This is an optimization exercise on Yosys and OpenROAD, whose aim is small area and a short achievable clock period, not a production implementation.
Function was not checked in any run shown here: the RTL went through the layout flow alone.

## flow/design.v (module list and top-level ports; edited modules follow where they fit)
// module NES_ALU: 52 lines
// module CPU_DP: 348 lines
// module CU_IntCpt: 133 lines
// module CU_FSM: 446 lines
// module CU_CurDec: 728 lines
// module CU_CtlGen: 668 lines
// module nes_cpu: 94 lines
module nes_cpu (
  input         clk,        
  input         b_rst,      
  input         b_nmi,      
  input         b_irq,      
  input  [7:0]  data_in,    
  output [15:0] addr,       
  output        r_bw,       
  output [7:0]  data_out    
  );
  // ...
==> flow/run.sh <==
#!/bin/bash
# synth_recipe.tcl (not shown) runs the flow's synth.tcl, then flattens the netlist and writes it again
# the make line also repeats each setting of config.mk as NAME=value (left out here)
make -C /OpenROAD-flow-scripts/flow DESIGN_CONFIG=/design/flow/config.mk WORK_HOME=/design/flow/orfs CLKGATE_MAP_FILE= SYNTH_SCRIPT=/design/flow/synth_recipe.tcl finish
==> flow/config.mk <==
export PLATFORM = sky130hd
export DESIGN_NAME = nes_cpu
export DESIGN_NICKNAME = nes_cpu
export VERILOG_FILES = /design/flow/design.v
export SDC_FILE = /design/flow/constraint.sdc
export NUM_CORES = 4
export LEC_CHECK = 0
export ABC_AREA = 1
export CAP_MARGIN = 20
export CORE_MARGIN = 2
export CORE_UTILIZATION = 40
export SETUP_SLACK_MARGIN = 5
export SLEW_MARGIN = 20
==> flow/constraint.sdc <==
create_clock -name core_clock -period 12.0 [get_ports {clk}]
set_input_delay 2.4000 -clock core_clock [delete_from_list [all_inputs] [get_ports {clk}]]
set_output_delay 2.4000 -clock core_clock [all_outputs]
set_load 0.01 [all_outputs]
==> impl_metrics.py, run 1 <==
metrics = {
    "status": {
        "outcome": "complete, no violations",
    },
    "yosys": {
        "synth_flop_cell": "dfrtp_1",
        "yosysSeqAreaShare_pct": 29.0,
        "synth_edf_count": 0,
        "yosys.area_share.adder_pct": 2.67,
        "yosys.cell_count.top_type": "nand2_1",
        "synthSimpleGateAreaFrac_pct": 41.1,
        "synth_area_leader_cell": "dfrtp_1",
        "async_flop_share_pct": 100,
    },
    "cts": {
        "cts_tree": "yes",
        "cts_setup_buffers": 12,
        "cts.sinks": 163,
        "cts.clk_slew.worst_paths_ns": 0.08,
        "insertion_delay_ns": 0.47,
    },
    "global_routing": {
        "top_usage_layer": "met2",
        "use_met3_pct": 7.55,
    },
    "detailed_routing": {
        "wire_per_inst_um": 22.3,
        "topRoutingLayerUsed": "met4",
    },
    "setup_path": {
        "critPathTopFamily": "simple AND/OR/NAND/NOR gates",
        "start_kind": "flop",
    },
    "final_layout": {
        "design_area_sq_mm": 0.0160,
        "stdcell_count": 2767,
        "inv_count": 366,
        "drive_gt1_share_pct": 13.9,
    },
    "floorplan": {
        "num_tap_cells": 455,
    },
    "timing": {
        "finalWorstSetupSlack_ns": 5.07,
        "period_share_pct": 57.7,
    },
    "place": {
        "hpwl_mm": 48.5,
    },
}
==> module CU_FSM, before the edit <==
module CU_FSM(
  input CU_phi2, CU_bRST,      
  input CU_bIRQ_Flg, CU_bNMI_Flg, CU_ALU_CFlg, CU_OpB_sign,
        CU_IFlg, CU_NFlg, CU_VFlg, CU_CFlg, CU_ZFlg,
        CU_bDMA_Flg,
  input [7:0] CU_DMA_By,
  input [2:0] CU_InstrX,
  input [2:0] CU_InstrY,
  input [1:0] CU_InstrZ,
  input [2:0] CU_PstInstrX,
  output reg [5:0] cur_state,
  output reg [5:0] next_state
  );
  parameter OR  = 2'b00;     
  parameter AND = 2'b01;     
  parameter XOR = 2'b10;     
  parameter ADC = 2'b11;     
  parameter SHR = 2'b00;     
  parameter SHL = 2'b01;     
  parameter INC = 2'b10;     
  parameter DEC = 2'b11;     
  parameter PCL_to_ADL    = 3'b000;
  parameter SP_to_ADL     = 3'b001;
  parameter DIR_to_ADL    = 3'b010;
  parameter ALUout_to_ADL = 3'b011;
  parameter DMABy_to_ADL  = 3'b100;
  parameter PPU04_to_ADL  = 3'b101;
  parameter PCH_to_ADH    = 3'b000;
  parameter SB_to_ADH     = 3'b001;
  parameter DIR_to_ADH    = 3'b010;
  parameter Pg0_to_ADH    = 3'b011;
  parameter Pg1_to_ADH    = 3'b100;
  parameter DMAPg_to_ADH  = 3'b101;
  parameter PPU20_to_ADH  = 3'b110;
  parameter PR_to_DB      = 3'b000;
  parameter DIR_to_DB     = 3'b001;
  parameter PCL_to_DB     = 3'b010;
  parameter PCH_to_DB     = 3'b011;
  parameter ACC_to_DB     = 3'b100;
  parameter SB_to_DB      = 3'b101;
  parameter ADL_to_SB      = 3'b000;
  parameter ADH_to_SB     = 3'b001;
  parameter XR_to_SB      = 3'b010;
  parameter YR_to_SB      = 3'b011;
  parameter ACC_to_SB     = 3'b100;
  parameter SP_to_SB      = 3'b101;
  parameter ALUout_to_SB  = 3'b110;
  parameter Zero_to_OpAB  = 1'b0;
  parameter SB_to_OpAB    = 1'b1;
  parameter ADH_to_OpBB   = 2'b00;
  parameter ADL_to_OpBB   = 2'b01;
  parameter DB_to_OpBB    = 2'b10;
  parameter bDB_to_OpBB   = 2'b11;
  parameter PCp1_to_PCB     = 3'b000;
  parameter ADDp1_to_PCB    = 3'b001;
  parameter VctIRQ_to_PCB   = 3'b010;
  parameter VctNMI_to_PCB   = 3'b011;
  parameter VctSTART_to_PCB = 3'b100;
  parameter ADD_to_PCB      = 3'b101;   
 parameter En    = 1'b1,
           Dis   = 1'b0,
           Read  = 1'b1,
           Write = 1'b0,
           On    = 1'b1,
           Off   = 1'b0,
           bOn   = 1'b0,
           bOff  = 1'b1;
 parameter [5:0] IS0 = 6'b000000,
                 IS1 = 6'b000001,
                 IS2 = 6'b000010,
                 IS3 = 6'b000011,
                 IS4 = 6'b000100,
                 IS5 = 6'b000101,
                 IS6 = 6'b000110,
                 ST0 = 6'b000111,
              ST1_01 = 6'b001000,
              ST1_02 = 6'b001001,
              ST1_03 = 6'b001010,
              ST1_04 = 6'b001011,
              ST1_05 = 6'b001100,
              ST1_06 = 6'b001101,
              ST1_07 = 6'b001110,
              ST2_01 = 6'b001111,
              ST2_02 = 6'b010000,
              ST2_03 = 6'b010001,
              ST2_04 = 6'b010010,
              ST2_05 = 6'b010011,
              ST2_06 = 6'b010100,
              ST2_07 = 6'b010101,
              ST2_08 = 6'b010110,
              ST2_09 = 6'b010111,
              ST2_10 = 6'b011000,
              ST3_01 = 6'b011001,
              ST3_02 = 6'b011010,
              ST3_03 = 6'b011011,
              ST3_04 = 6'b011100,
              ST3_05 = 6'b011101,
              ST3_06 = 6'b011110,
              ST3_07 = 6'b011111,
              ST3_08 = 6'b100000,
              ST3_09 = 6'b100001,
              ST4_01 = 6'b100010,
              ST4_02 = 6'b100011,
              ST4_03 = 6'b100100,
              ST4_04 = 6'b100101,
              ST5_01 = 6'b100110,
              ST5_02 = 6'b100111,
                DMA0 = 6'b101000,
                DMA1 = 6'b101001;
always @(posedge CU_phi2 or negedge CU_bRST)
  begin
    if (!CU_bRST)
      cur_state <= IS0;
    else
      cur_state <= next_state;  
  end
always @*
begin
  case (cur_state)
    IS0:
      next_state = IS1;
    IS1:
      next_state = IS2;
    IS2:
      next_state = IS3;
    IS3:
      next_state = IS4;
    IS4:
      next_state = IS5;
    IS5:
      next_state = IS6;
    IS6:
    begin
      if ((!CU_bIRQ_Flg & !CU_IFlg) | (!CU_bNMI_Flg))
        next_state = IS0;
      else
        next_state = ST0;
    end
    ST0:
      begin
        if ((((CU_InstrX[2:1]==2'b11)|(CU_InstrX[2]==1'b0))&(CU_InstrY==3'b101)&(CU_InstrZ==2'b10)) | ((CU_InstrY==3'b101)&(((CU_InstrX[2:1]==2'b10)&(CU_InstrZ[0]==1'b0))|(CU_InstrZ==2'b01))) | ((CU_InstrY==3'b100)&(CU_InstrZ==2'b01)))
          next_state = ST1_01;
        else if ((((CU_InstrY[2:1]==2'b11)&(CU_InstrZ==2'b01))|((CU_InstrX==3'b101)&(CU_InstrY==3'b111)&(CU_InstrZ[0]==1'b0))) |(((CU_InstrX[2]==1'b0)|(CU_InstrX[2:1]==2'b11))&(CU_InstrY==3'b111)&(CU_InstrZ==2'b10))|(((CU_InstrY==3'b010)&(CU_InstrZ==2'b01)&(CU_InstrX!=3'b100))|((CU_InstrY==3'b000)&(((CU_InstrX==3'b101)&(CU_InstrZ[0]==1'b0))|((CU_InstrX[2:1]==2'b11)&(CU_InstrZ==2'b00))))))
          next_state = ST1_02;
        else if (((((((CU_InstrX[2]==1'b0)|(CU_InstrX[2:1]==2'b11))&(CU_InstrY==3'b010))|((CU_InstrX[2:1]==2'b10)&(CU_InstrY[1:0]==2'b10)))&(CU_InstrZ==2'b10))|(((CU_InstrY==3'b110)|((CU_InstrX[2]==1'b1)&(CU_InstrY==3'b010)))&(CU_InstrZ==2'b00))))
          next_state = ST1_03;
        else if (((CU_InstrY==3'b011)&((CU_InstrZ==2'b01)|((CU_InstrX[2:1]==2'b10)&(CU_InstrZ[0]==1'b0))|((CU_InstrZ==2'b00)&((CU_InstrX[2:1]==2'b11)|(CU_InstrX==3'b001))))) | (((CU_InstrX[2]==1'b0)|(CU_InstrX[2:1]==2'b11))&(CU_InstrY==3'b011)&(CU_InstrZ==2'b10)) | ((CU_InstrX==3'b010)&(CU_InstrY==3'b011)&(CU_InstrZ==2'b00)) | ((CU_InstrX==3'b011)&(CU_InstrY==3'b011)&(CU_InstrZ==2'b00)) | ((CU_InstrY==3'b100)&(CU_InstrZ==2'b00)))
          next_state = ST1_04;
        else if (((CU_InstrY==3'b000)&(CU_InstrZ==2'b01)) | (((CU_InstrX[2]==1'b0)|(CU_InstrX[2:1]==2'b11))&(CU_InstrY==3'b001)&(CU_InstrZ==2'b10)) | ((CU_InstrY==3'b001)&((CU_InstrZ==2'b01)|((CU_InstrX[2:1]==2'b10)&(CU_InstrZ[0]==1'b0))|(((CU_InstrX[2:1]==2'b11)|(CU_InstrX==3'b001))&(CU_InstrZ==2'b00)))))
          next_state = ST1_05;
        else if (((CU_InstrX==3'b001)&(CU_InstrY==3'b000)&(CU_InstrZ==2'b00)))
          next_state = ST1_06;
        else if (((CU_InstrX[2]==1'b0)&(CU_InstrX[0]==1'b1)&(CU_InstrY==3'b010)&(CU_InstrZ==2'b00)) | ((CU_InstrX==3'b010)&(CU_InstrY==3'b000)&(CU_InstrZ==2'b00)) | ((CU_InstrX==3'b011)&(CU_InstrY==3'b000)&(CU_InstrZ==2'b00)) | ((CU_InstrX[2]==1'b0)&(CU_InstrX[0]==1'b0)&(CU_InstrY==3'b010)&(CU_InstrZ==2'b00)))
          next_state = ST1_07;
        else
          next_state = IS1;
      end
    ST1_01:
      begin
        if ((((CU_InstrX[2:1]==2'b11)|(CU_InstrX[2]==1'b0))&(CU_InstrY==3'b101)&(CU_InstrZ==2'b10)) | ((CU_InstrY==3'b101)&(((CU_InstrX[2:1]==2'b10)&(CU_InstrZ[0]==1'b0))|(CU_InstrZ==2'b01))))
          next_state = ST2_01;
        else if (((CU_InstrY==3'b100)&(CU_InstrZ==2'b01)))
          next_state = ST2_02;
        else
          next_state = IS1;
      end 
    ST1_02:
      begin
        if ((((CU_InstrY[2:1]==2'b11)&(CU_InstrZ==2'b01))|((CU_InstrX==3'b101)&(CU_InstrY==3'b111)&(CU_InstrZ[0]==1'b0)))|(((CU_InstrX[2]==1'b0)|(CU_InstrX[2:1]==2'b11))&(CU_InstrY==3'b111)&(CU_InstrZ==2'b10)))
          next_state = ST2_03;
        else if ((((CU_InstrY==3'b010)&(CU_InstrZ==2'b01)&(CU_InstrX!=3'b100))|((CU_InstrY==3'b000)&(((CU_InstrX==3'b101)&(CU_InstrZ[0]==1'b0))|((CU_InstrX[2:1]==2'b11)&(CU_InstrZ==2'b00))))))
        begin
          if ((!CU_bIRQ_Flg & !CU_IFlg) | (!CU_bNMI_Flg))
            next_state = IS0;
          else
            next_state = ST0;
        end
        else
          next_state = IS1;
      end
    ST1_03:
    begin
      if ((!CU_bIRQ_Flg & !CU_IFlg) | (!CU_bNMI_Flg))
        next_state = IS0;
      else
        next_state = ST0;
    end
    ST1_04:
      begin
        if (((CU_InstrY==3'b011)&((CU_InstrZ==2'b01)|((CU_InstrX[2:1]==2'b10)&(CU_InstrZ[0]==1'b0))|((CU_InstrZ==2'b00)&((CU_InstrX[2:1]==2'b11)|(CU_InstrX==3'b001))))) | (((CU_InstrX[2]==1'b0)|(CU_InstrX[2:1]==2'b11))&(CU_InstrY==3'b011)&(CU_InstrZ==2'b10)) | ((CU_InstrX==3'b010)&(CU_InstrY==3'b011)&(CU_InstrZ==2'b00)) | ((CU_InstrX==3'b011)&(CU_InstrY==3'b011)&(CU_InstrZ==2'b00)))
          next_state = ST2_04;
        else if (((CU_InstrY==3'b100)&(CU_InstrZ==2'b00)))
          next_state = ST2_05;
        else
          next_state = IS1;
      end
    ST1_05:
    begin
      if (((CU_InstrY==3'b000)&(CU_InstrZ==2'b01)))
        next_state = ST2_01;
      else if ((((CU_InstrX[2]==1'b0)|(CU_InstrX[2:1]==2'b11))&(CU_InstrY==3'b001)&(CU_InstrZ==2'b10)))
        next_state = ST2_06;
      else if (((CU_InstrY==3'b001)&((CU_InstrZ==2'b01)|((CU_InstrX[2:1]==2'b10)&(CU_InstrZ[0]==1'b0))|(((CU_InstrX[2:1]==2'b11)|(CU_InstrX==3'b001))&(CU_InstrZ==2'b00)))))
        next_state = ST2_07;
      else
        next_state = IS1;
    end
    ST1_06:
	  next_state = ST2_08;
    ST1_07:
    begin
      if (((CU_InstrX[2]==1'b0)&(CU_InstrX[0]==1'b1)&(CU_InstrY==3'b010)&(CU_InstrZ==2'b00)) | ((CU_InstrX==3'b010)&(CU_InstrY==3'b000)&(CU_InstrZ==2'b00)) | ((CU_InstrX==3'b011)&(CU_InstrY==3'b000)&(CU_InstrZ==2'b00)))
        next_state = ST2_09;
      else if (((CU_InstrX[2]==1'b0)&(CU_InstrX[0]==1'b0)&(CU_InstrY==3'b010)&(CU_InstrZ==2'b00)))
        next_state = ST2_10;
      else
          next_state = IS1;
    end
    ST2_01:
    begin
      if ((((CU_InstrX[2:1]==2'b11)|(CU_InstrX[2]==1'b0))&(CU_InstrY==3'b101)&(CU_InstrZ==2'b10)))
        next_state = ST2_06;
      else if (((CU_InstrY==3'b101)&(((CU_InstrX[2:1]==2'b10)&(CU_InstrZ[0]==1'b0))|(CU_InstrZ==2'b01))))
        next_state = ST2_07;
      else if (((CU_InstrY==3'b000)&(CU_InstrZ==2'b01)))
        next_state = ST3_05;
      else
        next_state = IS1;
    end
    ST2_02:
      next_state = ST2_03;
    ST2_03:
    begin
      if (((((CU_InstrY[2:1]==2'b11)&(CU_InstrZ==2'b01))|((CU_InstrX==3'b101)&(CU_InstrY==3'b111)&(CU_InstrZ[0]==1'b0))) | ((CU_InstrY==3'b100)&(CU_InstrZ==2'b01))) & (CU_ALU_CFlg))
        next_state = ST3_01;
      else if ((((CU_InstrX[2]==1'b0)|(CU_InstrX[2:1]==2'b11))&(CU_InstrY==3'b111)&(CU_InstrZ==2'b10)))
        next_state = ST3_02;
      else if (((((CU_InstrY[2:1]==2'b11)&(CU_InstrZ==2'b01))|((CU_InstrX==3'b101)&(CU_InstrY==3'b111)&(CU_InstrZ[0]==1'b0))) | ((CU_InstrY==3'b100)&(CU_InstrZ==2'b01))))
        next_state = ST2_07;      
      else 
        next_state = IS1;
    end
    ST2_04:
    begin
      if (((CU_InstrY==3'b011)&((CU_InstrZ==2'b01)|((CU_InstrX[2:1]==2'b10)&(CU_InstrZ[0]==1'b0))|((CU_InstrZ==2'b00)&((CU_InstrX[2:1]==2'b11)|(CU_InstrX==3'b001))))) |((CU_InstrY==3'b000)&(CU_InstrZ==2'b01)))
        next_state = ST2_07;
      else if ((((CU_InstrX[2]==1'b0)|(CU_InstrX[2:1]==2'b11))&(CU_InstrY==3'b011)&(CU_InstrZ==2'b10)))
        next_state = ST2_06;
      else if (((CU_InstrX==3'b011)&(CU_InstrY==3'b011)&(CU_InstrZ==2'b00)))
        next_state = ST3_03;
      else if (((CU_InstrX==3'b010)&(CU_InstrY==3'b011)&(CU_InstrZ==2'b00)) | ((CU_InstrX==3'b011)&(CU_InstrY==3'b011)&(CU_InstrZ==2'b00)))
      begin
        if ((!CU_bIRQ_Flg & !CU_IFlg) | (!CU_bNMI_Flg))
          next_state = IS0;
        else
          next_state = ST0;
      end
      else
        next_state = IS1;
    end
    ST2_05:     
    begin
      if (((CU_PstInstrX==3'b000) & ~CU_NFlg) | ((CU_PstInstrX==3'b001) & CU_NFlg) | ((CU_PstInstrX==3'b010) & ~CU_VFlg) | ((CU_PstInstrX==3'b011) & CU_VFlg) | ((CU_PstInstrX==3'b100) & ~CU_CFlg) | ((CU_PstInstrX==3'b101) & CU_CFlg) | ((CU_PstInstrX==3'b110) & ~CU_ZFlg) | ((CU_PstInstrX==3'b111) & CU_ZFlg))
      begin  
        if (((~CU_OpB_sign & CU_ALU_CFlg)|(CU_OpB_sign & ~CU_ALU_CFlg)))
          next_state = ST3_04;
        else 
        begin
          if ((!CU_bIRQ_Flg & !CU_IFlg) | (!CU_bNMI_Flg))
            next_state = IS0;
          else
            next_state = ST0;
        end
      end
      else
      begin
        if ((((CU_InstrX[2:1]==2'b11)|(CU_InstrX[2]==1'b0))&(CU_InstrY==3'b101)&(CU_InstrZ==2'b10)) | ((CU_InstrY==3'b101)&(((CU_InstrX[2:1]==2'b10)&(CU_InstrZ[0]==1'b0))|(CU_InstrZ==2'b01))) | ((CU_InstrY==3'b100)&(CU_InstrZ==2'b01)))
          next_state = ST1_01;
        else if ((((CU_InstrY[2:1]==2'b11)&(CU_InstrZ==2'b01))|((CU_InstrX==3'b101)&(CU_InstrY==3'b111)&(CU_InstrZ[0]==1'b0))) |(((CU_InstrX[2]==1'b0)|(CU_InstrX[2:1]==2'b11))&(CU_InstrY==3'b111)&(CU_InstrZ==2'b10))|(((CU_InstrY==3'b010)&(CU_InstrZ==2'b01)&(CU_InstrX!=3'b100))|((CU_InstrY==3'b000)&(((CU_InstrX==3'b101)&(CU_InstrZ[0]==1'b0))|((CU_InstrX[2:1]==2'b11)&(CU_InstrZ==2'b00))))))
          next_state = ST1_02;
        else if (((((((CU_InstrX[2]==1'b0)|(CU_InstrX[2:1]==2'b11))&(CU_InstrY==3'b010))|((CU_InstrX[2:1]==2'b10)&(CU_InstrY[1:0]==2'b10)))&(CU_InstrZ==2'b10))|(((CU_InstrY==3'b110)|((CU_InstrX[2]==1'b1)&(CU_InstrY==3'b010)))&(CU_InstrZ==2'b00))))
          next_state = ST1_03;
        else if (((CU_InstrY==3'b011)&((CU_InstrZ==2'b01)|((CU_InstrX[2:1]==2'b10)&(CU_InstrZ[0]==1'b0))|((CU_InstrZ==2'b00)&((CU_InstrX[2:1]==2'b11)|(CU_InstrX==3'b001))))) | (((CU_InstrX[2]==1'b0)|(CU_InstrX[2:1]==2'b11))&(CU_InstrY==3'b011)&(CU_InstrZ==2'b10)) | ((CU_InstrX==3'b010)&(CU_InstrY==3'b011)&(CU_InstrZ==2'b00)) | ((CU_InstrX==3'b011)&(CU_InstrY==3'b011)&(CU_InstrZ==2'b00)) | ((CU_InstrY==3'b100)&(CU_InstrZ==2'b00)))
          next_state = ST1_04;
        else if (((CU_InstrY==3'b000)&(CU_InstrZ==2'b01)) | (((CU_InstrX[2]==1'b0)|(CU_InstrX[2:1]==2'b11))&(CU_InstrY==3'b001)&(CU_InstrZ==2'b10)) | ((CU_InstrY==3'b001)&((CU_InstrZ==2'b01)|((CU_InstrX[2:1]==2'b10)&(CU_InstrZ[0]==1'b0))|(((CU_InstrX[2:1]==2'b11)|(CU_InstrX==3'b001))&(CU_InstrZ==2'b00)))))
          next_state = ST1_05;
        else if (((CU_InstrX==3'b001)&(CU_InstrY==3'b000)&(CU_InstrZ==2'b00)))
          next_state = ST1_06;
        else if (((CU_InstrX[2]==1'b0)&(CU_InstrX[0]==1'b1)&(CU_InstrY==3'b010)&(CU_InstrZ==2'b00)) | ((CU_InstrX==3'b010)&(CU_InstrY==3'b000)&(CU_InstrZ==2'b00)) | ((CU_InstrX==3'b011)&(CU_InstrY==3'b000)&(CU_InstrZ==2'b00)) | ((CU_InstrX[2]==1'b0)&(CU_InstrX[0]==1'b0)&(CU_InstrY==3'b010)&(CU_InstrZ==2'b00)))
          next_state = ST1_07;
        else
          next_state = IS1;
      end
    end
    ST2_06:
    begin
      if ((((CU_InstrX[2]==1'b0)|(CU_InstrX[2:1]==2'b11))&(CU_InstrY==3'b001)&(CU_InstrZ==2'b10))|(((CU_InstrX[2]==1'b0)|(CU_InstrX[2:1]==2'b11))&(CU_InstrY==3'b011)&(CU_InstrZ==2'b10))|(((CU_InstrX[2]==1'b0)|(CU_InstrX[2:1]==2'b11))&(CU_InstrY==3'b111)&(CU_InstrZ==2'b10))|(((CU_InstrX[2:1]==2'b11)|(CU_InstrX[2]==1'b0))&(CU_InstrY==3'b101)&(CU_InstrZ==2'b10)))
	    next_state = ST3_06;
	  else
        next_state = IS1;
    end
    ST2_07:
    begin
      if(((CU_InstrY==3'b001)&((CU_InstrZ==2'b01)|((CU_InstrX[2:1]==2'b10)&(CU_InstrZ[0]==1'b0))|(((CU_InstrX[2:1]==2'b11)|(CU_InstrX==3'b001))&(CU_InstrZ==2'b00))))|((CU_InstrY==3'b011)&((CU_InstrZ==2'b01)|((CU_InstrX[2:1]==2'b10)&(CU_InstrZ[0]==1'b0))|((CU_InstrZ==2'b00)&((CU_InstrX[2:1]==2'b11)|(CU_InstrX==3'b001)))))|((CU_InstrY==3'b101)&(((CU_InstrX[2:1]==2'b10)&(CU_InstrZ[0]==1'b0))|(CU_InstrZ==2'b01))) |(((CU_InstrY[2:1]==2'b11)&(CU_InstrZ==2'b01))|((CU_InstrX==3'b101)&(CU_InstrY==3'b111)&(CU_InstrZ[0]==1'b0))) |((CU_InstrY==3'b000)&(CU_InstrZ==2'b01)) | ((CU_InstrY==3'b100)&(CU_InstrZ==2'b01)))
      begin
        if (!CU_bDMA_Flg)
          next_state = DMA0;
        else if ((!CU_bIRQ_Flg & !CU_IFlg) | (!CU_bNMI_Flg))
          next_state = IS0;
        else
          next_state = ST0;
      end
      else
        next_state = IS1;
    end
    ST2_08:
      next_state = ST3_07;
    ST2_09:
    begin
      if (((CU_InstrX[2]==1'b0)&(CU_InstrX[0]==1'b1)&(CU_InstrY==3'b010)&(CU_InstrZ==2'b00)))
        next_state = ST3_08;
      else if (((CU_InstrX==3'b010)&(CU_InstrY==3'b000)&(CU_InstrZ==2'b00)) | ((CU_InstrX==3'b011)&(CU_InstrY==3'b000)&(CU_InstrZ==2'b00)))
        next_state = ST3_09;
      else
        next_state = IS1;
    end
    ST2_10:
    begin
      if (((CU_InstrX[2]==1'b0)&(CU_InstrX[0]==1'b0)&(CU_InstrY==3'b010)&(CU_InstrZ==2'b00)))
      begin
        if ((!CU_bIRQ_Flg & !CU_IFlg) | (!CU_bNMI_Flg))
          next_state = IS0;
        else
          next_state = ST0;
      end
      else if (((CU_InstrX==3'b001)&(CU_InstrY==3'b000)&(CU_InstrZ==2'b00)))
        next_state = ST5_01;
      else
        next_state = IS1;
    end
    ST3_01:
    begin
      if ((((CU_InstrY[2:1]==2'b11)&(CU_InstrZ==2'b01))|((CU_InstrX==3'b101)&(CU_InstrY==3'b111)&(CU_InstrZ[0]==1'b0))) | ((CU_InstrY==3'b100)&(CU_InstrZ==2'b01)))
        next_state = ST2_07;
      else
        next_state = IS1;
    end
    ST3_02:
      next_state = ST2_06;
    ST3_03:
      next_state = ST4_04;
    ST3_04:
    begin
      if ((!CU_bIRQ_Flg & !CU_IFlg) | (!CU_bNMI_Flg))
        next_state = IS0;
      else
        next_state = ST0;
    end
    ST3_05:
      next_state = ST2_04;
    ST3_06:
    begin
      if ((((CU_InstrX[2]==1'b0)|(CU_InstrX[2:1]==2'b11))&(CU_InstrY==3'b001)&(CU_InstrZ==2'b10))|(((CU_InstrX[2]==1'b0)|(CU_InstrX[2:1]==2'b11))&(CU_InstrY==3'b011)&(CU_InstrZ==2'b10))|(((CU_InstrX[2]==1'b0)|(CU_InstrX[2:1]==2'b11))&(CU_InstrY==3'b111)&(CU_InstrZ==2'b10))|(((CU_InstrX[2:1]==2'b11)|(CU_InstrX[2]==1'b0))&(CU_InstrY==3'b101)&(CU_InstrZ==2'b10)))
        next_state = ST4_01;
      else
        next_state = IS1;
    end
    ST3_07:
      next_state = ST2_10;
    ST3_08:
    begin
      if ((!CU_bIRQ_Flg & !CU_IFlg) | (!CU_bNMI_Flg))
        next_state = IS0;
      else
        next_state = ST0;
    end
    ST3_09:
    begin
      if (((CU_InstrX==3'b010)&(CU_InstrY==3'b000)&(CU_InstrZ==2'b00)))
        next_state = ST4_02;
      else if (((CU_InstrX==3'b011)&(CU_InstrY==3'b000)&(CU_InstrZ==2'b00)))
        next_state = ST4_03;
      else
        next_state = IS1;
    end
    ST4_01:
    begin
      if((((CU_InstrX[2]==1'b0)|(CU_InstrX[2:1]==2'b11))&(CU_InstrY==3'b001)&(CU_InstrZ==2'b10))|(((CU_InstrX[2]==1'b0)|(CU_InstrX[2:1]==2'b11))&(CU_InstrY==3'b011)&(CU_InstrZ==2'b10))|(((CU_InstrX[2]==1'b0)|(CU_InstrX[2:1]==2'b11))&(CU_InstrY==3'b111)&(CU_InstrZ==2'b10))|(((CU_InstrX[2:1]==2'b11)|(CU_InstrX[2]==1'b0))&(CU_InstrY==3'b101)&(CU_InstrZ==2'b10)))
      begin
        if ((!CU_bIRQ_Flg & !CU_IFlg) | (!CU_bNMI_Flg))
          next_state = IS0;
        else
          next_state = ST0;
      end
      else
        next_state = IS1;
    end
    ST4_02:
      next_state = ST5_01;
    ST4_03:
      next_state = ST5_02;
    ST4_04:
    begin
      if ((!CU_bIRQ_Flg & !CU_IFlg) | (!CU_bNMI_Flg))
        next_state = IS0;
      else
        next_state = ST0;
    end
    ST5_01:
    begin
      if (((CU_InstrX==3'b010)&(CU_InstrY==3'b000)&(CU_InstrZ==2'b00)) |((CU_InstrX==3'b001)&(CU_InstrY==3'b000)&(CU_InstrZ==2'b00)))
      begin
        if ((!CU_bIRQ_Flg & !CU_IFlg) | (!CU_bNMI_Flg))
          next_state = IS0;
        else
          next_state = ST0;
      end
      else
        next_state = IS1;
    end
    ST5_02:
    begin
      if ((!CU_bIRQ_Flg & !CU_IFlg) | (!CU_bNMI_Flg))
        next_state = IS0;
      else
        next_state = ST0;
    end
    DMA0:
      next_state = DMA1;
    DMA1:
    begin
      if (CU_DMA_By == 8'h00)
      begin
        if ((!CU_bIRQ_Flg & !CU_IFlg) | (!CU_bNMI_Flg))
          next_state = IS0;
        else
          next_state = ST0;
      end
      else
        next_state = DMA0;
    end
    default: 
		next_state = IS0;
  endcase
end
endmodule:CU_FSM
==> module nes_cpu, before the edit <==
module nes_cpu (
  input         clk,        
  input         b_rst,      
  input         b_nmi,      
  input         b_irq,      
  input  [7:0]  data_in,    
  output [15:0] addr,       
  output        r_bw,       
  output [7:0]  data_out    
  );
  wire CU_R_bW;
  wire CU_DMA_By_EN, CU_PCH_EN, CU_PCL_EN, CU_SP_EN, CU_ABL_EN, CU_ABH_EN, CU_DIR_EN, CU_InstrR_EN, CU_PstInstrR_EN;
  wire CU_PstInstrR_Clr;
  wire CU_XR_EN, CU_YR_EN, CU_ACC_EN, CU_OpA_EN, CU_OpB_EN;
  wire [2:0] CU_PCB_Sel, CU_ADL_Sel, CU_ADH_Sel, CU_DB_Sel, CU_SB_Sel;
  wire       CU_OpAB_Sel;
  wire [1:0] CU_OpBB_Sel;
  wire CU_BFlgB, CU_DFlgB, CU_IFlgB, CU_ZFlgB, CU_NFlgB, CU_CFlgB, CU_VFlgB;
  wire CU_PR_EN, CU_NFlg_EN, CU_VFlg_EN, CU_BFlg_EN, CU_DFlg_EN, CU_IFlg_EN, CU_ZFlg_EN, CU_CFlg_EN;
  wire [7:0] DP_InstrR, DP_PstInstrR, DP_DMA_By;
  wire DP_bDMA_Flg, DP_NFlg, DP_ZFlg, DP_CFlg, DP_VFlg, DP_IFlg, DP_OpB_sign;
  wire [1:0] ALU_Funct, ALU_OpB_Funct;
  wire ALU_OpB_FunctEn, ALU_Cin;
  wire [7:0] ALU_Rslt, ALU_OpA, ALU_OpB;
  wire ALU_CFlg, ALU_NFlg, ALU_VFlg, ALU_ZFlg;
  wire [5:0] cur_state, nxt_state;
  wire bnmi_flg, birq_flg, bnmi_sd, birq_sd, bnmi_flg_d, birq_flg_d;
  wire [7:0] DP_InstrR_D, DP_PstInstrR_D;
  wire [2:0] instrX, instrY, pst_instrX;
  wire [1:0] instrZ;
  CPU_DP CPU_DP_I0(
    .clk(clk), .b_rst(b_rst),
    .CU_R_bW(CU_R_bW),
    .CU_PCH_EN(CU_PCH_EN), .CU_PCL_EN(CU_PCL_EN), .CU_SP_EN(CU_SP_EN), .CU_ABL_EN(CU_ABL_EN),
    .CU_ABH_EN(CU_ABH_EN), .CU_DIR_EN(CU_DIR_EN), .CU_DMA_By_EN(CU_DMA_By_EN), .CU_InstrR_EN(CU_InstrR_EN),
    .CU_PstInstrR_EN(CU_PstInstrR_EN), .CU_PstInstrR_Clr(CU_PstInstrR_Clr),
    .CU_XR_EN(CU_XR_EN), .CU_YR_EN(CU_YR_EN), .CU_ACC_EN(CU_ACC_EN), .CU_OpA_EN(CU_OpA_EN), .CU_OpB_EN(CU_OpB_EN),
    .CU_PCB_Sel(CU_PCB_Sel), .CU_ADL_Sel(CU_ADL_Sel), .CU_ADH_Sel(CU_ADH_Sel), .CU_DB_Sel(CU_DB_Sel),
    .CU_SB_Sel(CU_SB_Sel), .CU_OpAB_Sel(CU_OpAB_Sel), .CU_OpBB_Sel(CU_OpBB_Sel),
    .CU_NFlgB(CU_NFlgB), .CU_VFlgB(CU_VFlgB), .CU_BFlgB(CU_BFlgB), .CU_DFlgB(CU_DFlgB),
    .CU_IFlgB(CU_IFlgB), .CU_ZFlgB(CU_ZFlgB), .CU_CFlgB(CU_CFlgB),
    .CU_PR_EN(CU_PR_EN), .CU_NFlg_EN(CU_NFlg_EN), .CU_VFlg_EN(CU_VFlg_EN), .CU_BFlg_EN(CU_BFlg_EN),
    .CU_DFlg_EN(CU_DFlg_EN), .CU_IFlg_EN(CU_IFlg_EN), .CU_ZFlg_EN(CU_ZFlg_EN), .CU_CFlg_EN(CU_CFlg_EN),
    .o_DP_InstrR(DP_InstrR), .o_DP_PstInstrR(DP_PstInstrR), .o_DP_DMA_By(DP_DMA_By),
    .o_DP_bDMA_Flg(DP_bDMA_Flg), .o_DP_NFlg(DP_NFlg), .o_DP_ZFlg(DP_ZFlg), .o_DP_CFlg(DP_CFlg), .o_DP_VFlg(DP_VFlg), .o_DP_IFlg(DP_IFlg),
    .o_DP_OpB_sign(DP_OpB_sign), .o_DP_InstrR_D(DP_InstrR_D), .o_DP_PstInstrR_D(DP_PstInstrR_D),
    .ALU_Rslt(ALU_Rslt), .ALU_OpA(ALU_OpA), .ALU_OpB(ALU_OpB),
    .r_bw(r_bw), .addr(addr), .data_in(data_in), .data_out(data_out)
  );
  NES_ALU NES_ALU_I0(
    .ALU_Funct(ALU_Funct), .ALU_OpB_Funct(ALU_OpB_Funct), .ALU_OpB_FunctEn(ALU_OpB_FunctEn), .Cin(ALU_Cin),
    .ALU_Rslt(ALU_Rslt), .CFlg(ALU_CFlg), .NFlg(ALU_NFlg), .VFlg(ALU_VFlg), .ZFlg(ALU_ZFlg),
    .OpA(ALU_OpA), .OpB(ALU_OpB)
  );
  CU_IntCpt CU_IntCpt_I0(
    .CU_clk(clk), .CU_bRST(b_rst),
    .CU_bNMI(b_nmi), .CU_bIRQ(b_irq),
    .CU_bNMI_SD(bnmi_sd), .CU_bIRQ_SD(birq_sd),
    .CU_bNMI_Flg(bnmi_flg), .CU_bIRQ_Flg(birq_flg),
    .CU_bNMI_Flg_D(bnmi_flg_d), .CU_bIRQ_Flg_D(birq_flg_d)
  );
  CU_CtlGen CU_CtlGen_I0(
    .CU_phi2(clk), .CU_bRST(b_rst),
    .cur_state(cur_state), .next_state(nxt_state),
    .CU_bIRQ_Flg(birq_flg), .CU_bNMI_Flg(bnmi_flg),
    .CU_bDMA_Flg(DP_bDMA_Flg), .CU_DMA_By(DP_DMA_By), .CU_InstrR(DP_InstrR), .CU_PstInstrR(DP_PstInstrR),
    .CU_InstrR_D(DP_InstrR_D), .CU_PstInstrR_D(DP_PstInstrR_D), .CU_bIRQ_Flg_D(birq_flg_d), .CU_bNMI_Flg_D(bnmi_flg_d),
    .CU_OpB_sign(DP_OpB_sign),
    .CU_ZFlg(DP_ZFlg), .CU_NFlg(DP_NFlg), .CU_CFlg(DP_CFlg), .CU_VFlg(DP_VFlg), .CU_IFlg(DP_IFlg),
    .CU_ALU_ZFlg(ALU_ZFlg), .CU_ALU_VFlg(ALU_VFlg), .CU_ALU_CFlg(ALU_CFlg), .CU_ALU_NFlg(ALU_NFlg),
    .CU_ALU_Cin(ALU_Cin), .CU_ALU_Funct(ALU_Funct), .CU_ALU_OpBFunct(ALU_OpB_Funct), .CU_ALU_OpBFunctEN(ALU_OpB_FunctEn),
    .CU_R_bW(CU_R_bW),
    .CU_DMA_By_EN(CU_DMA_By_EN), .CU_PCH_EN(CU_PCH_EN), .CU_PCL_EN(CU_PCL_EN), .CU_SP_EN(CU_SP_EN),
    .CU_ABL_EN(CU_ABL_EN), .CU_ABH_EN(CU_ABH_EN), .CU_DIR_EN(CU_DIR_EN), .CU_InstrR_EN(CU_InstrR_EN),
    .CU_PstInstrR_EN(CU_PstInstrR_EN), .CU_PstInstrR_Clr(CU_PstInstrR_Clr),
    .CU_XR_EN(CU_XR_EN), .CU_YR_EN(CU_YR_EN), .CU_ACC_EN(CU_ACC_EN), .CU_OpA_EN(CU_OpA_EN), .CU_OpB_EN(CU_OpB_EN),
    .CU_PC_Bus_Sel(CU_PCB_Sel), .CU_ADL_Sel(CU_ADL_Sel), .CU_ADH_Sel(CU_ADH_Sel), .CU_DB_Sel(CU_DB_Sel),
    .CU_SB_Sel(CU_SB_Sel), .CU_OpA_Bus_Sel(CU_OpAB_Sel), .CU_OpB_Bus_Sel(CU_OpBB_Sel),
    .CU_BFlgB(CU_BFlgB), .CU_DFlgB(CU_DFlgB), .CU_IFlgB(CU_IFlgB), .CU_ZFlgB(CU_ZFlgB),
    .CU_NFlgB(CU_NFlgB), .CU_CFlgB(CU_CFlgB), .CU_VFlgB(CU_VFlgB),
    .CU_PR_EN(CU_PR_EN), .CU_NFlg_EN(CU_NFlg_EN), .CU_VFlg_EN(CU_VFlg_EN), .CU_BFlg_EN(CU_BFlg_EN),
    .CU_DFlg_EN(CU_DFlg_EN), .CU_IFlg_EN(CU_IFlg_EN), .CU_ZFlg_EN(CU_ZFlg_EN), .CU_CFlg_EN(CU_CFlg_EN),
    .CU_bNMI_SD(bnmi_sd), .CU_bIRQ_SD(birq_sd),
    .CU_InstrX(instrX), .CU_InstrY(instrY), .CU_InstrZ(instrZ), .CU_PstInstrX(pst_instrX)
  );
  CU_FSM CU_FSM_I0(
    .CU_phi2(clk), .CU_bRST(b_rst),
    .CU_bIRQ_Flg(birq_flg), .CU_bNMI_Flg(bnmi_flg), .CU_ALU_CFlg(ALU_CFlg), .CU_OpB_sign(DP_OpB_sign),
    .CU_IFlg(DP_IFlg), .CU_NFlg(DP_NFlg), .CU_VFlg(DP_VFlg), .CU_CFlg(DP_CFlg), .CU_ZFlg(DP_ZFlg),
    .CU_bDMA_Flg(DP_bDMA_Flg), .CU_DMA_By(DP_DMA_By),
    .CU_InstrX(instrX), .CU_InstrY(instrY), .CU_InstrZ(instrZ), .CU_PstInstrX(pst_instrX),
    .cur_state(cur_state), .next_state(nxt_state)
  );
endmodule
==> inputs of run 2 (changes only) <==
--- a/flow/design.v
+++ b/flow/design.v
@@ -635,2 +635,3 @@
   input [7:0] CU_DMA_By,
+  input [7:0] CU_InstrR,
   input [2:0] CU_InstrX,
@@ -745,2 +746,4 @@
   end
+  wire intr = (!CU_bIRQ_Flg & !CU_IFlg) | (!CU_bNMI_Flg);
+  wire br_taken = ((CU_PstInstrX==3'b000) & ~CU_NFlg) | ((CU_PstInstrX==3'b001) & CU_NFlg) | ((CU_PstInstrX==3'b010) & ~CU_VFlg) | ((CU_PstInstrX==3'b011) & CU_VFlg) | ((CU_PstInstrX==3'b100) & ~CU_CFlg) | ((CU_PstInstrX==3'b101) & CU_CFlg) | ((CU_PstInstrX==3'b110) & ~CU_ZFlg) | ((CU_PstInstrX==3'b111) & CU_ZFlg);
 always @*
@@ -748,21 +751,9 @@
   case (cur_state)
-    IS0:
-      next_state = IS1;
-    IS1:
-      next_state = IS2;
-    IS2:
-      next_state = IS3;
-    IS3:
-      next_state = IS4;
-    IS4:
-      next_state = IS5;
-    IS5:
-      next_state = IS6;
-    IS6:
-    begin
-      if ((!CU_bIRQ_Flg & !CU_IFlg) | (!CU_bNMI_Flg))
-        next_state = IS0;
-      else
-        next_state = ST0;
-    end
+    IS0: next_state = IS1;
+    IS1: next_state = IS2;
+    IS2: next_state = IS3;
+    IS3: next_state = IS4;
+    IS4: next_state = IS5;
+    IS5: next_state = IS6;
+    IS6: next_state = (intr ? IS0 : ST0);
     ST0:
@@ -787,104 +778,65 @@
     ST1_01:
-      begin
-        if ((((CU_InstrX[2:1]==2'b11)|(CU_InstrX[2]==1'b0))&(CU_InstrY==3'b101)&(CU_InstrZ==2'b10)) | ((CU_InstrY==3'b101)&(((CU_InstrX[2:1]==2'b10)&(CU_InstrZ[0]==1'b0))|(CU_InstrZ==2'b01))))
-          next_state = ST2_01;
-        else if (((CU_InstrY==3'b100)&(CU_InstrZ==2'b01)))
-          next_state = ST2_02;
-        else
-          next_state = IS1;
-      end 
+      case (CU_InstrR[2])
+        1'b1: next_state = ST2_01;
+        default: next_state = ST2_02;
+      endcase
     ST1_02:
-      begin
-        if ((((CU_InstrY[2:1]==2'b11)&(CU_InstrZ==2'b01))|((CU_InstrX==3'b101)&(CU_InstrY==3'b111)&(CU_InstrZ[0]==1'b0)))|(((CU_InstrX[2]==1'b0)|(CU_InstrX[2:1]==2'b11))&(CU_InstrY==3'b111)&(CU_InstrZ==2'b10)))
-          next_state = ST2_03;
-        else if ((((CU_InstrY==3'b010)&(CU_InstrZ==2'b01)&(CU_InstrX!=3'b100))|((CU_InstrY==3'b000)&(((CU_InstrX==3'b101)&(CU_InstrZ[0]==1'b0))|((CU_InstrX[2:1]==2'b11)&(CU_InstrZ==2'b00))))))
-        begin
-          if ((!CU_bIRQ_Flg & !CU_IFlg) | (!CU_bNMI_Flg))
-            next_state = IS0;
-          else
-            next_state = ST0;
-        end
-        else
-          next_state = IS1;
-      end
-    ST1_03:
-    begin
-      if ((!CU_bIRQ_Flg & !CU_IFlg) | (!CU_bNMI_Flg))
-        next_state = IS0;
-      else
-        next_state = ST0;
-    end
+      case (CU_InstrR[4])
+        1'b1: next_state = ST2_03;
+        default: next_state = (intr ? IS0 : ST0);
+      endcase
+    ST1_03: next_state = (intr ? IS0 : ST0);
     ST1_04:
-      begin
-        if (((CU_InstrY==3'b011)&((CU_InstrZ==2'b01)|((CU_InstrX[2:1]==2'b10)&(CU_InstrZ[0]==1'b0))|((CU_InstrZ==2'b00)&((CU_InstrX[2:1]==2'b11)|(CU_InstrX==3'b001))))) | (((CU_InstrX[2]==1'b0)|(CU_InstrX[2:1]==2'b11))&(CU_InstrY==3'b011)&(CU_InstrZ==2'b10)) | ((CU_InstrX==3'b010)&(CU_InstrY==3'b011)&(CU_InstrZ==2'b00)) | ((CU_InstrX==3'b011)&(CU_InstrY==3'b011)&(CU_InstrZ==2'b00)))
-          next_state = ST2_04;
-        else if (((CU_InstrY==3'b100)&(CU_InstrZ==2'b00)))
-          next_state = ST2_05;
-        else
-          next_state = IS1;
-      end
+      case (CU_InstrR[2])
+        1'b0: next_state = ST2_05;
+        default: next_state = ST2_04;
+      endcase
     ST1_05:
-    begin
-      if (((CU_InstrY==3'b000)&(CU_InstrZ==2'b01)))
-        next_state = ST2_01;
-      else if ((((CU_InstrX[2]==1'b0)|(CU_InstrX[2:1]==2'b11))&(CU_InstrY==3'b001)&(CU_InstrZ==2'b10)))
-        next_state = ST2_06;
-      else if (((CU_InstrY==3'b001)&((CU_InstrZ==2'b01)|((CU_InstrX[2:1]==2'b10)&(CU_InstrZ[0]==1'b0))|(((CU_InstrX[2:1]==2'b11)|(CU_InstrX==3'b001))&(CU_InstrZ==2'b00)))))
-        next_state = ST2_07;
-      else
-        next_state = IS1;
-    end
-    ST1_06:
-	  next_state = ST2_08;
+      case ({CU_InstrR[1],CU_InstrR[2],CU_InstrR[6],CU_InstrR[7]})
+        4'b0000: next_state = ST2_01;
+        4'b0001: next_state = ST2_01;
+        4'b0010: next_state = ST2_01;
+        4'b0011: next_state = ST2_01;
+        4'b1100: next_state = ST2_06;
+        4'b1110: next_state = ST2_06;
+        4'b1111: next_state = ST2_06;
+        default: next_state = ST2_07;
+      endcase
+    ST1_06: next_state = ST2_08;
     ST1_07:
-    begin
-      if (((CU_InstrX[2]==1'b0)&(CU_InstrX[0]==1'b1)&(CU_InstrY==3'b010)&(CU_InstrZ==2'b00)) | ((CU_InstrX==3'b010)&(CU_InstrY==3'b000)&(CU_InstrZ==2'b00)) | ((CU_InstrX==3'b011)&(CU_InstrY==3'b000)&(CU_InstrZ==2'b00)))
-        next_state = ST2_09;
-      else if (((CU_InstrX[2]==1'b0)&(CU_InstrX[0]==1'b0)&(CU_InstrY==3'b010)&(CU_InstrZ==2'b00)))
-        next_state = ST2_10;
-      else
-          next_state = IS1;
-    end
+      case ({CU_InstrR[3],CU_InstrR[5]})
+        2'b10: next_state = ST2_10;
+        default: next_state = ST2_09;
+      endcase
     ST2_01:
-    begin
-      if ((((CU_InstrX[2:1]==2'b11)|(CU_InstrX[2]==1'b0))&(CU_InstrY==3'b101)&(CU_InstrZ==2'b10)))
-        next_state = ST2_06;
-      else if (((CU_InstrY==3'b101)&(((CU_InstrX[2:1]==2'b10)&(CU_InstrZ[0]==1'b0))|(CU_InstrZ==2'b01))))
-        next_state = ST2_07;
-      else if (((CU_InstrY==3'b000)&(CU_InstrZ==2'b01)))
-        next_state = ST3_05;
-      else
-        next_state = IS1;
-    end
-    ST2_02:
-      next_state = ST2_03;
+      case ({CU_InstrR[0],CU_InstrR[2],CU_InstrR[6],CU_InstrR[7]})
+        4'b0100: next_state = ST2_06;
+        4'b0110: next_state = ST2_06;
+        4'b0111: next_state = ST2_06;
+        4'b1000: next_state = ST3_05;
+        4'b1001: next_state = ST3_05;
+        4'b1010: next_state = ST3_05;
+        4'b1011: next_state = ST3_05;
+        default: next_state = ST2_07;
+      endcase
+    ST2_02: next_state = ST2_03;
     ST2_03:
-    begin
-      if (((((CU_InstrY[2:1]==2'b11)&(CU_InstrZ==2'b01))|((CU_InstrX==3'b101)&(CU_InstrY==3'b111)&(CU_InstrZ[0]==1'b0))) | ((CU_InstrY==3'b100)&(CU_InstrZ==2'b01))) & (CU_ALU_CFlg))
-        next_state = ST3_01;
-      else if ((((CU_InstrX[2]==1'b0)|(CU_InstrX[2:1]==2'b11))&(CU_InstrY==3'b111)&(CU_InstrZ==2'b10)))
-        next_state = ST3_02;
-      else if (((((CU_InstrY[2:1]==2'b11)&(CU_InstrZ==2'b01))|((CU_InstrX==3'b101)&(CU_InstrY==3'b111)&(CU_InstrZ[0]==1'b0))) | ((CU_InstrY==3'b100)&(CU_InstrZ==2'b01))))
-        next_state = ST2_07;      
-      else 
-        next_state = IS1;
-    end
+      case ({CU_InstrR[0],CU_InstrR[6],CU_InstrR[7]})
+        3'b000: next_state = ST3_02;
+        3'b010: next_state = ST3_02;
+        3'b011: next_state = ST3_02;
+        default: next_state = (CU_ALU_CFlg ? ST3_01 : ST2_07);
+      endcase
     ST2_04:
-    begin
-      if (((CU_InstrY==3'b011)&((CU_InstrZ==2'b01)|((CU_InstrX[2:1]==2'b10)&(CU_InstrZ[0]==1'b0))|((CU_InstrZ==2'b00)&((CU_InstrX[2:1]==2'b11)|(CU_InstrX==3'b001))))) |((CU_InstrY==3'b000)&(CU_InstrZ==2'b01)))
-        next_state = ST2_07;
-      else if ((((CU_InstrX[2]==1'b0)|(CU_InstrX[2:1]==2'b11))&(CU_InstrY==3'b011)&(CU_InstrZ==2'b10)))
-        next_state = ST2_06;
-      else if (((CU_InstrX==3'b011)&(CU_InstrY==3'b011)&(CU_InstrZ==2'b00)))
-        next_state = ST3_03;
-      else if (((CU_InstrX==3'b010)&(CU_InstrY==3'b011)&(CU_InstrZ==2'b00)) | ((CU_InstrX==3'b011)&(CU_InstrY==3'b011)&(CU_InstrZ==2'b00)))
-      begin
-        if ((!CU_bIRQ_Flg & !CU_IFlg) | (!CU_bNMI_Flg))
-          next_state = IS0;
-        else
-          next_state = ST0;
-      end
-      else
-        next_state = IS1;
-    end
+      case ({CU_InstrR[0],CU_InstrR[1],CU_InstrR[5],CU_InstrR[6],CU_InstrR[7]})
+        5'b00010: next_state = (intr ? IS0 : ST0);
+        5'b00110: next_state = ST3_03;
+        5'b01000: next_state = ST2_06;
+        5'b01010: next_state = ST2_06;
+        5'b01011: next_state = ST2_06;
+        5'b01100: next_state = ST2_06;
+        5'b01110: next_state = ST2_06;
+        5'b01111: next_state = ST2_06;
+        default: next_state = ST2_07;
+      endcase
     ST2_05:     
@@ -923,149 +875,36 @@
     end
-    ST2_06:
-    begin
-      if ((((CU_InstrX[2]==1'b0)|(CU_InstrX[2:1]==2'b11))&(CU_InstrY==3'b001)&(CU_InstrZ==2'b10))|(((CU_InstrX[2]==1'b0)|(CU_InstrX[2:1]==2'b11))&(CU_InstrY==3'b011)&(CU_InstrZ==2'b10))|(((CU_InstrX[2]==1'b0)|(CU_InstrX[2:1]==2'b11))&(CU_InstrY==3'b111)&(CU_InstrZ==2'b10))|(((CU_InstrX[2:1]==2'b11)|(CU_InstrX[2]==1'b0))&(CU_InstrY==3'b101)&(CU_InstrZ==2'b10)))
-	    next_state = ST3_06;
-	  else
-        next_state = IS1;
-    end
-    ST2_07:
-    begin
-      if(((CU_InstrY==3'b001)&((CU_InstrZ==2'b01)|((CU_InstrX[2:1]==2'b10)&(CU_InstrZ[0]==1'b0))|(((CU_InstrX[2:1]==2'b11)|(CU_InstrX==3'b001))&(CU_InstrZ==2'b00))))|((CU_InstrY==3'b011)&((CU_InstrZ==2'b01)|((CU_InstrX[2:1]==2'b10)&(CU_InstrZ[0]==1'b0))|((CU_InstrZ==2'b00)&((CU_InstrX[2:1]==2'b11)|(CU_InstrX==3'b001)))))|((CU_InstrY==3'b101)&(((CU_InstrX[2:1]==2'b10)&(CU_InstrZ[0]==1'b0))|(CU_InstrZ==2'b01))) |(((CU_InstrY[2:1]==2'b11)&(CU_InstrZ==2'b01))|((CU_InstrX==3'b101)&(CU_InstrY==3'b111)&(CU_InstrZ[0]==1'b0))) |((CU_InstrY==3'b000)&(CU_InstrZ==2'b01)) | ((CU_InstrY==3'b100)&(CU_InstrZ==2'b01)))
-      begin
-        if (!CU_bDMA_Flg)
-          next_state = DMA0;
-        else if ((!CU_bIRQ_Flg & !CU_IFlg) | (!CU_bNMI_Flg))
-          next_state = IS0;
-        else
-          next_state = ST0;
-      end
-      else
-        next_state = IS1;
-    end
-    ST2_08:
-      next_state = ST3_07;
+    ST2_06: next_state = ST3_06;
+    ST2_07: next_state = (intr ? (!CU_bDMA_Flg ? DMA0 : IS0) : (!CU_bDMA_Flg ? DMA0 : ST0));
+    ST2_08: next_state = ST3_07;
     ST2_09:
-    begin
-      if (((CU_InstrX[2]==1'b0)&(CU_InstrX[0]==1'b1)&(CU_InstrY==3'b010)&(CU_InstrZ==2'b00)))
-        next_state = ST3_08;
-      else if (((CU_InstrX==3'b010)&(CU_InstrY==3'b000)&(CU_InstrZ==2'b00)) | ((CU_InstrX==3'b011)&(CU_InstrY==3'b000)&(CU_InstrZ==2'b00)))
-        next_state = ST3_09;
-      else
-        next_state = IS1;
-    end
+      case (CU_InstrR[3])
+        1'b0: next_state = ST3_09;
+        default: next_state = ST3_08;
+      endcase
     ST2_10:
-    begin
-      if (((CU_InstrX[2]==1'b0)&(CU_InstrX[0]==1'b0)&(CU_InstrY==3'b010)&(CU_InstrZ==2'b00)))
-      begin
-        if ((!CU_bIRQ_Flg & !CU_IFlg) | (!CU_bNMI_Flg))
-          next_state = IS0;
-        else
-          next_state = ST0;
-      end
-      else if (((CU_InstrX==3'b001)&(CU_InstrY==3'b000)&(CU_InstrZ==2'b00)))
-        next_state = ST5_01;
-      else
-        next_state = IS1;
-    end
-    ST3_01:
-    begin
-      if ((((CU_InstrY[2:1]==2'b11)&(CU_InstrZ==2'b01))|((CU_InstrX==3'b101)&(CU_InstrY==3'b111)&(CU_InstrZ[0]==1'b0))) | ((CU_InstrY==3'b100)&(CU_InstrZ==2'b01)))
-        next_state = ST2_07;
-      else
-        next_state = IS1;
-    end
-    ST3_02:
-      next_state = ST2_06;
-    ST3_03:
-      next_state = ST4_04;
-    ST3_04:
-    begin
-      if ((!CU_bIRQ_Flg & !CU_IFlg) | (!CU_bNMI_Flg))
-        next_state = IS0;
-      else
-        next_state = ST0;
-    end
-    ST3_05:
-      next_state = ST2_04;
-    ST3_06:
-    begin
-      if ((((CU_InstrX[2]==1'b0)|(CU_InstrX[2:1]==2'b11))&(CU_InstrY==3'b001)&(CU_InstrZ==2'b10))|(((CU_InstrX[2]==1'b0)|(CU_InstrX[2:1]==2'b11))&(CU_InstrY==3'b011)&(CU_InstrZ==2'b10))|(((CU_InstrX[2]==1'b0)|(CU_InstrX[2:1]==2'b11))&(CU_InstrY==3'b111)&(CU_InstrZ==2'b10))|(((CU_InstrX[2:1]==2'b11)|(CU_InstrX[2]==1'b0))&(CU_InstrY==3'b101)&(CU_InstrZ==2'b10)))
-        next_state = ST4_01;
-      else
-        next_state = IS1;
-    end
-    ST3_07:
-      next_state = ST2_10;
-    ST3_08:
-    begin
-      if ((!CU_bIRQ_Flg & !CU_IFlg) | (!CU_bNMI_Flg))
-        next_state = IS0;
-      else
-        next_state = ST0;
-    end
+      case (CU_InstrR[3])
+        1'b0: next_state = ST5_01;
+        default: next_state = (intr ? IS0 : ST0);
+      endcase
+    ST3_01: next_state = ST2_07;
+    ST3_02: next_state = ST2_06;
+    ST3_03: next_state = ST4_04;
+    ST3_04: next_state = (intr ? IS0 : ST0);
+    ST3_05: next_state = ST2_04;
+    ST3_06: next_state = ST4_01;
+    ST3_07: next_state = ST2_10;
+    ST3_08: next_state = (intr ? IS0 : ST0);
     ST3_09:
-    begin
-      if (((CU_InstrX==3'b010)&(CU_InstrY==3'b000)&(CU_InstrZ==2'b00)))
-        next_state = ST4_02;
-      else if (((CU_InstrX==3'b011)&(CU_InstrY==3'b000)&(CU_InstrZ==2'b00)))
-        next_state = ST4_03;
-      else
-        next_state = IS1;
-    end
-    ST4_01:
-    begin
-      if((((CU_InstrX[2]==1'b0)|(CU_InstrX[2:1]==2'b11))&(CU_InstrY==3'b001)&(CU_InstrZ==2'b10))|(((CU_InstrX[2]==1'b0)|(CU_InstrX[2:1]==2'b11))&(CU_InstrY==3'b011)&(CU_InstrZ==2'b10))|(((CU_InstrX[2]==1'b0)|(CU_InstrX[2:1]==2'b11))&(CU_InstrY==3'b111)&(CU_InstrZ==2'b10))|(((CU_InstrX[2:1]==2'b11)|(CU_InstrX[2]==1'b0))&(CU_InstrY==3'b101)&(CU_InstrZ==2'b10)))
-      begin
-        if ((!CU_bIRQ_Flg & !CU_IFlg) | (!CU_bNMI_Flg))
-          next_state = IS0;
-        else
-          next_state = ST0;
-      end
-      else
-        next_state = IS1;
-    end
-    ST4_02:
-      next_state = ST5_01;
-    ST4_03:
-      next_state = ST5_02;
-    ST4_04:
-    begin
-      if ((!CU_bIRQ_Flg & !CU_IFlg) | (!CU_bNMI_Flg))
-        next_state = IS0;
-      else
-        next_state = ST0;
-    end
-    ST5_01:
-    begin
-      if (((CU_InstrX==3'b010)&(CU_InstrY==3'b000)&(CU_InstrZ==2'b00)) |((CU_InstrX==3'b001)&(CU_InstrY==3'b000)&(CU_InstrZ==2'b00)))
-      begin
-        if ((!CU_bIRQ_Flg & !CU_IFlg) | (!CU_bNMI_Flg))
-          next_state = IS0;
-        else
-          next_state = ST0;
-      end
-      else
-        next_state = IS1;
-    end
-    ST5_02:
-    begin
-      if ((!CU_bIRQ_Flg & !CU_IFlg) | (!CU_bNMI_Flg))
-        next_state = IS0;
-      else
-        next_state = ST0;
-    end
-    DMA0:
-      next_state = DMA1;
-    DMA1:
-    begin
-      if (CU_DMA_By == 8'h00)
-      begin
-        if ((!CU_bIRQ_Flg & !CU_IFlg) | (!CU_bNMI_Flg))
-          next_state = IS0;
-        else
-          next_state = ST0;
-      end
-      else
-        next_state = DMA0;
-    end
+      case (CU_InstrR[5])
+        1'b1: next_state = ST4_03;
+        default: next_state = ST4_02;
+      endcase
+    ST4_01: next_state = (intr ? IS0 : ST0);
+    ST4_02: next_state = ST5_01;
+    ST4_03: next_state = ST5_02;
+    ST4_04: next_state = (intr ? IS0 : ST0);
+    ST5_01: next_state = (intr ? IS0 : ST0);
+    ST5_02: next_state = (intr ? IS0 : ST0);
+    DMA0: next_state = DMA1;
+    DMA1: next_state = (intr ? ((CU_DMA_By == 8'h00) ? IS0 : DMA0) : ((CU_DMA_By == 8'h00) ? ST0 : DMA0));
     default: 
@@ -2561,3 +2400,3 @@
     .CU_bDMA_Flg(DP_bDMA_Flg), .CU_DMA_By(DP_DMA_By),
-    .CU_InstrX(instrX), .CU_InstrY(instrY), .CU_InstrZ(instrZ), .CU_PstInstrX(pst_instrX),
+    .CU_InstrR(DP_InstrR), .CU_InstrX(instrX), .CU_InstrY(instrY), .CU_InstrZ(instrZ), .CU_PstInstrX(pst_instrX),
     .cur_state(cur_state), .next_state(nxt_state)
==> run 2 against run 1 <==
Global-route usage fell by 0.28 points. Die area fell by 4.2%. Critical path depth down 5. Final area decreased by 3.8%. Fmax grew 0.21%. Routed wire length fell by 4.4%. Synthesized area is 4.3% lower. First-iteration DRC count up 17%. Critical path type unchanged. Critical endpoint is now addr[6].
==> impl_metrics.py, run 2 <==
metrics = {
    "setup_path": {
        "critPathKind": "reg -> out",
        "path_cells": "nor2_8 -> nand4_4 -> buf_4 -> buf_4 -> nand4_1 -> nand2_1 -> inv_1 -> nor2_4 -> inv_1 -> nor2_1 -> inv_1 -> a21oi_1 -> o21ai_0 -> nand3_1 -> o21ai_2 -> inv_1 -> ha_1 -> o21ai_0 -> o211ai_1 -> nand3_1 -> nand2_1 -> inv_1 -> o21ai_0 -> clkdlybuf4s50_1",
        "start_kind": "flop",
        "cp_max_fo": 5,
        "cp_slowest_cell": "clkdlybuf4s50_1",
        "required_ns": 9.60,
        "cp.arrival_ns": 4.51,
        "end_kind": "output pin",
        "ff2ff_path_depth": 25,
        "crit_cells": 24,
        "critPathTopFamily": "buffers and inverters",
        "crit_top_cell": "inv_1",
        "path_buf_inv": 8,
        "cpPeakStageDelay_ns": 0.64,
    },
    "timing": {
        "slew_viol_final": 0,
        "period_share_pct": 57.6,
        "hold_violations": 0,
        "fin_crit_ns": 6.91,
        "setup_tns_ns": 0,
        "tightest_slew_ns": 1.08,
        "fmax_mhz": 145,
        "clock-skew-final_ns": 0.0147,
        "setup_viol": 0,
        "maxSlewHeadroom_pct": 27.6,
        "rsz0062_at_grt": "true",
    },
    "final_layout": {
        "top_register": "CU_CtlGen_I0.ctl_q",
        "largest_register_ffs": 24,
        "drive_gt1_share_pct": 12.1,
        "finish.utilization_pct": 46.1,
        "stdcell_count": 2637,
        "final_common_cell": "nand2_1",
        "nNetsFinal": 2217,
        "mostFrequentLayoutCells": "nand2_1, inv_1, nor2_1",
        "antenna_cells": 0,
        "syn2layout_area_growth_pct": 13.7,
    },
    "floorplan": {
        "row_count": 67,
        "die_h_um": 188,
        "die_area_sq_mm": 0.0354,
        "ios": 37,
        "die_w_um": 188,
        "start_util_pct": 40.5,
        "coreArea_sq_mm": 0.0334,
    },
    "cts": {
        "numCtsBuffers": 17,
        "cts_tree": "yes",
        "htree_num_levels": 4,
        "clockBufferDepth": 2,
        "cts.clk_slew.worst_paths_ns": 0.08,
        "insertion_delay_ns": 0.46,
        "cts.sinks": 163,
        "root_buffer": "clkbuf_16",
    },
    "yosys": {
        "synth_area_leader_cell": "dfrtp_1",
        "synthCells": 2119,
        "yosys.cell_count.top_type": "nand2_1",
        "synth_top_area_share_pct": 26.8,
        "synthTopCellsByArea": "dfrtp_1, nand2_1, inv_1, nor2_1, nand3_1",
        "synth_edf_count": 0,
        "synth_nets": 2160,
        "synth_seq_cells": 163,
        "avgSynthCellArea_sq_um": 6.40,
        "synth_area_sq_mm": 0.0136,
        "synth_flop_cell": "dfrtp_1",
        "post_synth_num_cell_types": 62,
        "synth_commonest_cells": "nand2_1, inv_1, nor2_1",
        "synth_warnings": 6,
        "async_flop_share_pct": 100,
        "yosysSeqAreaShare_pct": 30.3,
    },
    "status": {
        "outcome": "complete, no violations",
    },
    "place": {
        "place_inst": 2578,
        "place.gp.congestion": 1.01,
        "port_buffers": 36,
        "hpwl_mm": 47.0,
    },
    "detailed_routing": {
        "via_count": 15200,
        "drt-initial-drc-count": 2265,
        "wl_mm": 59.0,
        "viasPerCell": 5.76,
        "postRouteAntennaNets": 0,
        "drc": 0,
        "drt_pass1_iterations": 8,
        "wire_per_inst_um": 22.4,
    },
    "global_routing": {
        "grt_pass1_wl_mm": 89.2,
        "antenna_found_initial": 0,
        "grt_pass1_vias": 14300,
        "grt_overflow": 0,
        "grt_usage_pct": 33.5,
        "grt_max_degree": 95,
    },
    "min_path": {
        "hold_depth": 2,
        "hold_path_class": "reg -> reg",
    },
    "run": {
        "drv_cap": 0,
    },
}
## run 2: cell count changes after synthesis, sizes merged, moves of 5 or more
cell | before | now
nand2 | 664 | 593
o22ai | 36 | 48
o31ai | 11 | 3
a21oi | 60 | 73
inv | 363 | 341
clkbuf | 11 | 20
nand3 | 182 | 167
o211ai | 18 | 24
nor2 | 298 | 273
nand4 | 43 | 38
buf | 25 | 12
## run 2: what timing repair did
| action | in CTS | in global routing |
|---|---|---|
| endpoints found under the setup margin | 22 | 23 |
| gates resized for setup | 36 | 41 |
| hold buffers | 0 | 0 |
| buffers inserted | 12 | 15 |
| pin swaps | 8 | 10 |
## run 2: stage by stage
| step | instance area, sq um | setup WS [ns] | hold WS, ns |
|---|---|---|---|
| finish | 15400 | 5.09 | 0.489 |
| global route | 15400 | 4.88 | 0.516 |
| CTS | 15200 | 4.95 | 0.486 |
| detailed placement | 14400 | 4.85 | 0.470 |
| global placement | 14400 | 4.93 | 0.465 |
| floorplan | 13600 | 6.29 | 0.442 |
## run 2: final timing paths
kind	startpoint	to	slack [ns]
max	CU_FSM_I0.cur_state[5]$_DFF_PN0_	addr[6]	5.09
min in group asynchronous	b_rst	CPU_DP_I0.DP_OpB[3]$_DFFE_PN0P_	2.04
min reg2reg	CPU_DP_I0.DP_PCH[5]$_DFFE_PN0P_	CPU_DP_I0.DP_PCH[5]$_DFFE_PN0P_	0.49
max in group asynchronous	b_rst	CPU_DP_I0.DP_CFlg$_DFFE_PN0P_	8.34
min	CPU_DP_I0.DP_PCH[5]$_DFFE_PN0P_	CPU_DP_I0.DP_PCH[5]$_DFFE_PN0P_	0.49
max reg2reg	CPU_DP_I0.DP_InstrR[6]$_DFF_PN1_	CPU_DP_I0.DP_PCH[4]$_DFFE_PN0P_	6.05
## run 2: final cells by class
type / instances / area, sq um
clock buffer: 17 / 425
sequential: 163 / 4110
fill: 3505 / 18000
multi-input combinational: 1583 / 8230
clock inverter: 15 / 171
tap: 448 / 561
inverter: 341 / 1290
timing repair buffer: 70 / 631
## run 2: cells by family (layout without fill, tap and decap cells)
kind of cell,count (synthesis),after routing,synth area share (%)
adder cells (fa/ha/maj),29,29,2.79
AND/OR/NAND/NOR,1170,1170,39.6
flip-flops,163,163,30.3
buffers and inverters,373,443,10.7
XOR/XNOR,8,8,0.517
AO/OA/AOI/OAI,376,376,16.1
## run 2: tightest hold or removal path: cells and delay by family, from the launching register on
family           cells  cell delay [ns]
AND/OR/NAND/NOR      2             0.11
flip-flops           1             0.34
## run 2: routing by layer
metal,up-vias,track usage (%),part of all wire (%)
met5,-,0,0
met4,0,10.6,3.2
li1,7086,-,-
met1,7217,46.8,44
met2,780,52.8,45
met3,114,5.54,8.6

## afterwards: timing with drivers on the ports
The flow's constraints put no driver on any port. The routed layouts listed below were extracted and timed again, unchanged, in two steps.
Step 1 (the two cells are an assumption about what drives the block):
set clk [get_ports {clk}]
set_driving_cell -lib_cell sky130_fd_sc_hd__clkbuf_16 $clk
set_driving_cell -lib_cell sky130_fd_sc_hd__buf_2 [delete_from_list [all_inputs] $clk]
Step 2 adds t to the input delays and takes it off the output delays; t is the mean of the earliest and latest rising clock arrival at the registers after step 1. Input paths then give back, and output paths get back, about the clock's delay inside the block.
Slacks: ideal ports / drivers / drivers and shift; pairs: ideal ports / drivers.
| run | t (ns) | setup slack, ns | hold WS [ns] | worst setup path at the end | latest minus earliest clock arrival (ns) |
|---|---|---|---|---|---|
| run 1 | 0.515 | 5.073 / 5.014 / 5.529 | 0.489 / 0.489 / 0.489 | register to output | 0.019 / 0.020 |
| run 2 | 0.510 | 5.087 / 5.032 / 5.542 | 0.489 / 0.489 / 0.489 | register to output | 0.015 / 0.015 |
After both steps every run listed still meets setup and hold.
